From an optimization exercise on the open Yosys and OpenROAD flow, aimed at small area; shortcuts taken in it are not production practice. Function was checked by simulation only, so behaviour that the tests miss may differ from the original.

==> flow/design.v (outline; a module is shown in full before it is edited, if it fits) <==
// module g_fa: 4 lines
// module g_ha: 4 lines
// module g_xor2: 3 lines
// module g_xnor2: 3 lines
// module g_or2: 3 lines
// module g_nor2: 3 lines
// module g_nand2: 3 lines
// module g_inv: 3 lines
// module g_a22o: 3 lines
// module g_a22oi: 3 lines
// module g_and2: 3 lines
// module g_mux2: 3 lines
// module ComplexALU: 1169 lines
// module g_a222oi: 3 lines
// module g_and3: 3 lines
// module g_nand4: 3 lines
// module g_nand2r: 3 lines
// module rd_bit: 12 lines
// module rd_dec: 3 lines
// module RegisterFile: 22 lines
// module Processor: 48 lines
module Processor(
    input wire clk,
    input wire rst,
    input wire [15:0] instruction,
    output reg [4:0] pc,
    output wire [31:0] result,
    output wire [31:0] data_1,
    output wire [31:0] data_2
);
  // ...
==> flow/flow/run.sh <==
#!/bin/bash
# The standard layout (standard.sh) with three changes:
#  - ports are buffered with buf_1 instead of the default port buffer,
#  - CTS builds its tree from clkbuf_8 with clusters of at most 14 sinks,
#  - CTS inserts no dummy loads.
# The whole make output goes to flow.log; ORFS keeps each step's log under orfs/logs.
set -euo pipefail
export BUFFER_PORTS_ARGS="-buffer_cell sky130_fd_sc_hd__buf_1"
export CTS_ARGS="-sink_clustering_enable -repair_clock_nets -dont_use_dummy_load -buf_list sky130_fd_sc_hd__clkbuf_8 -sink_clustering_size 14 -sink_clustering_max_diameter 60"
bash standard.sh > flow.log 2>&1
==> flow/standard.sh <==
#!/bin/bash
# synth_recipe.tcl (not shown) runs the flow's synth.tcl, then flattens the netlist and writes it again
# the make line also repeats each setting of config.mk as NAME=value (left out here)
make -C /OpenROAD-flow-scripts/flow DESIGN_CONFIG=/design/flow/config.mk WORK_HOME=/design/flow/orfs CLKGATE_MAP_FILE= SYNTH_SCRIPT=/design/flow/synth_recipe.tcl "${@:-finish}"
==> flow/config.mk <==
export PLATFORM = sky130hd
export DESIGN_NAME = Processor
export DESIGN_NICKNAME = Processor
export VERILOG_FILES = /design/flow/design.v
export SDC_FILE = /design/flow/constraint.sdc
export NUM_CORES = 4
export LEC_CHECK = 0
export CAP_MARGIN = 0
export CORE_MARGIN = 2
export CORE_UTILIZATION = 40
export SLEW_MARGIN = 0
export SYNTH_HIERARCHICAL = 1
==> flow/constraint.sdc <==
create_clock -name core_clock -period 25.0 [get_ports {clk}]
set_input_delay 5.0000 -clock core_clock [delete_from_list [all_inputs] [get_ports {clk}]]
set_output_delay 5.0000 -clock core_clock [all_outputs]
set_load 0.01 [all_outputs]
==> notes.md, run 1 <==
status finished clean; Reg with most FFs registers; CP Launch Type input pin; largest class multi-input gates; TritonCTS buffer count 43; global route overflow 0; Resized Gates After CTS 0; sequential share of cell area 0.446; EDFF count, synth 512; Total GRT Usage 0.257; Top Registers registers x512, pc x5; Area Growth Syn to Fin 8.70%; Detail Route Antenna Nets 0; Async SR Flop Fraction 0; WP data arrival 18.46 ns; most frequent cells in the layout 512 x edfxtp_1, 472 x nand2_1, 346 x fa_1; hold depth 1; DRT Pass-1 Iters 9; Slew Limit Fails 0; Hold Worst Slack roughly 0.47 ns; CTS tree yes; multi-input gate share of total cell area 0.464; met2 GRT Util 0.420; routed vias/inst between 6 and 7; Slew HR 0.221; clk buf depth 3; Root Buffer Master clkbuf_8; htree depth 2; Final Hold Violating Endpoints 0; WL met3 ~11000 µm
==> run 2: changes to the inputs <==
--- a/flow/config.mk
+++ b/flow/config.mk
@@ -5,8 +5,8 @@
 export SDC_FILE = /design/flow/constraint.sdc
 export NUM_CORES = 4
 export LEC_CHECK = 0
-export CAP_MARGIN = 0
+export CAP_MARGIN = 20
 export CORE_MARGIN = 2
 export CORE_UTILIZATION = 40
-export SLEW_MARGIN = 0
+export SLEW_MARGIN = 20
 export SYNTH_HIERARCHICAL = 1
==> notes.md, run 2 <==
TNS Setup 0 ns; IO buf count between 100 and 150; most common cell in the netlist edfxtp_1; share of cells above drive strength 1 0.0881; Crit path top cell by count fa_1; Synth Flop Type edfxtp_1; Worst Setup End Kind output pin; Critical-path top delay cell fa_1; htree depth 2 (unchanged); NumNets Final roughly 2800; max layer used met5; met2 wire length about 51000 µm; top cells by count, synth 512 x edfxtp_1, 472 x nand2_1, 346 x fa_1; Total GRT Usage 0.257 (about the same); Hold Worst Slack 0.479 ns (+0.00859 ns); Area Growth Syn to Fin 8.83%; max_cap viols 0; Worst-Skew Late Latency a little over 0.6 ns; sequential area share after synthesis 0.485; initial DRC count 4520; most frequent cells in the layout 512 x edfxtp_1, 472 x nand2_1, 346 x fa_1; worst-path fanout max 31; Top Registers registers x512, pc x5; clock slew at reported path FFs 0.08 ns; WL met3 11100 µm (-2.2%); Boundary Pins around 120; Yosys top cell by area edfxtp_1; Mapped Nets between 2000 and 3000; CTS sink count a little over 500; WP data arrival 18.53 ns (+0.07 ns); Post-Syn Instances around 2200; max reg flops ~510; Final Cycle Share 0.941; Distinct cells, synth 37; global placement routability congestion between 0.9 and 1; routed vias/inst 6.58 (-0.54%); WS Path Type input pin to output pin; TritonCTS buffer count 43 (unchanged); DIE WIDTH between 200 and 300 µm; post-detail-place hpwl between 70000 and 80000 µm; Slew Limit Fails 0 (unchanged); Final Hold Violating Endpoints 0 (unchanged); largest net degree at the start of global routing 36; Post-CTS Setup Inserts 0; most common cell after layout, fill and taps aside edfxtp_1; Resized Gates After CTS 0 (unchanged); unrepaired setup endpoints after global routing no; vias in the first global route between 20000 and 25000; Die Ht ~290 µm; max incr delay on CP 0.88 ns; Detail Route Antenna Nets 0 (unchanged); Synth top area share 0.482; Die ar. around 82000 µm²; WP data required ~20 ns; synth warn 8; Slew HR 0.253 (+0.0322); Initial Util 0.404; CP Launch Type input pin; num rows roughly 100; vias 22857; Hold Crit Class register to register; Async SR Flop Fraction 0 (unchanged); Final setup viols 0; post-place setup slack roughly 1.7 ns; syn_area_per_cell ~14 µm²; Max Freq between 0.04 and 0.05 GHz; Root Buffer Master clkbuf_8; core area around 79000 µm²; first-pass GRT wire length 156000 µm; final setup margin roughly 1.5 ns; clk buf depth 3 (unchanged); CTS tree yes; Reg with most FFs registers; EDFF count, synth 512 (unchanged); Layout Skew 0.0534 ns; initial antenna violation count 5; #FFs+latches synth a little over 500; Synth area leaders edfxtp_1 48%, fa_1 22%, a222oi_1 10%; drt drc 0; total wire length approximately 110000 µm; DRT Pass-1 Iters 13 (+4); status finished clean; Worst Max-Slew Pin Slew ~1.1 ns; hold_buf cts 0; Syn Std Cell Area between 30000 and 40000 µm²; global route overflow 0 (unchanged); WL/cell 30.8 µm; M1 WL just over 40000 µm; crit path time final roughly 24 ns
run 2: cell counts after synthesis:
Identical to the previous run, type by type.
run 2: metal layers:
layer	track usage	vias up
met3	0.0427	240
met2	0.422	1539
met4	0.0882	2
met5	0	-
met1	0.348	11901
li1	-	9175
run 2: cell type report:
type,count,area [µm²]
diodes,3,7.51
clock buffers,43,592
fillers,7042,44300
inverters,32,120
multi-input cells,1623,16100
flip-flops and latches,517,15500
well taps,1050,1310
repair buffers,204,1110
run 2: path summary, 6_finish.rpt:
path,startpoint,end,slack [ns],cells past startpoint
worst max-delay path,instruction[8],result[31],1.47,32
worst min-delay path,pc[0]$_SDFF_PP0_,pc[0]$_SDFF_PP0_,0.48,1
worst max register to register,registers[0][1]$_DFFE_PP_,registers[13][31]$_DFFE_PP_,12.04,29
worst min register to register,pc[0]$_SDFF_PP0_,pc[0]$_SDFF_PP0_,0.48,1
run 2: critical path, delay by kind of cell:
kind                       cells  cell delay (ns)
AOI/OAI and AO/OA              2             1.34
xor gates and xnor gates       1             0.16
adders and majority gates     16             7.56
buffers and inverters          3             1.15
muxes                          1             0.53
and+or+nand+nor                9             2.75
run 2: stage by stage:
stage,std cells,utilization,instance area (µm²)
after floorplan,2215,-,31900
after global placement,3425,0.431,34100
after detailed placement,3425,0.432,34100
after CTS,3468,0.439,34700
after global routing,3470,0.439,34700
final,3472,0.439,34700
run 2: logic make-up (layout without fill, tap and decap cells):
| family | Yosys count | after routing | share of synthesized area |
|---|---|---|---|
| compound gates | 368 | 368 | 0.113 |
| simple gates | 699 | 699 | 0.106 |
| flops | 517 | 517 | 0.485 |
| fa+ha+maj | 347 | 347 | 0.218 |
| other cells | 1 | 4 | 0.000118 |
| buf+inv | 75 | 279 | 0.0138 |
| mux | 34 | 34 | 0.0158 |
| xor+xnor | 174 | 174 | 0.0478 |
run 2: per-module statistics from Yosys (local to each module, per instance), excerpt:
module	copies in the design	area (µm²)
g_inv	32	3.75
g_fa	346	20.0
g_nand2r	64	3.75
rd_dec	2	226
g_nand4	64	6.26
g_or2	44	6.26
g_xnor2	135	8.76
g_mux2	32	15.0
g_xor2	38	8.76
g_nand2	408	3.75
g_a222oi	320	10.0
g_and3	64	6.26
g_a22o	32	8.76
ComplexALU	1	268
Processor	1	15800

separate check: timing with driven ports:
The flow's constraints put no driver on any port. The routed layouts listed below were extracted and timed again, unchanged, in two steps. Step 1 sets driving cells, clkbuf_16 on the clock port and buf_2 on the other inputs (assumed; they add their load-dependent delay and slew). Step 2 times the ports against the registers' clock, not the clock port: input delays grow and output delays shrink by t, the midpoint of the rising clock arrivals with the driver on. a / b / c = no drivers / after step 1 / after step 2; a / b = the first two.
| run | shift t [ns] | setup WS [ns] | hold slack, ns | worst setup path at the end | worst register clock-pin slew, ns |
|---|---|---|---|---|---|
| run 1 | 0.621 | 1.543 / 1.487 / 1.487 | 0.471 / 0.471 / 0.471 | input to output | 0.09 / 0.09 |
| run 2 | 0.629 | 1.470 / 1.410 / 1.410 | 0.479 / 0.479 / 0.479 | input to output | 0.09 / 0.09 |
After both steps setup and hold are still met in every run listed. The setup slack of run 2, which loses most, moves by -0.060 ns with the drivers and by -0.060 ns with both steps.
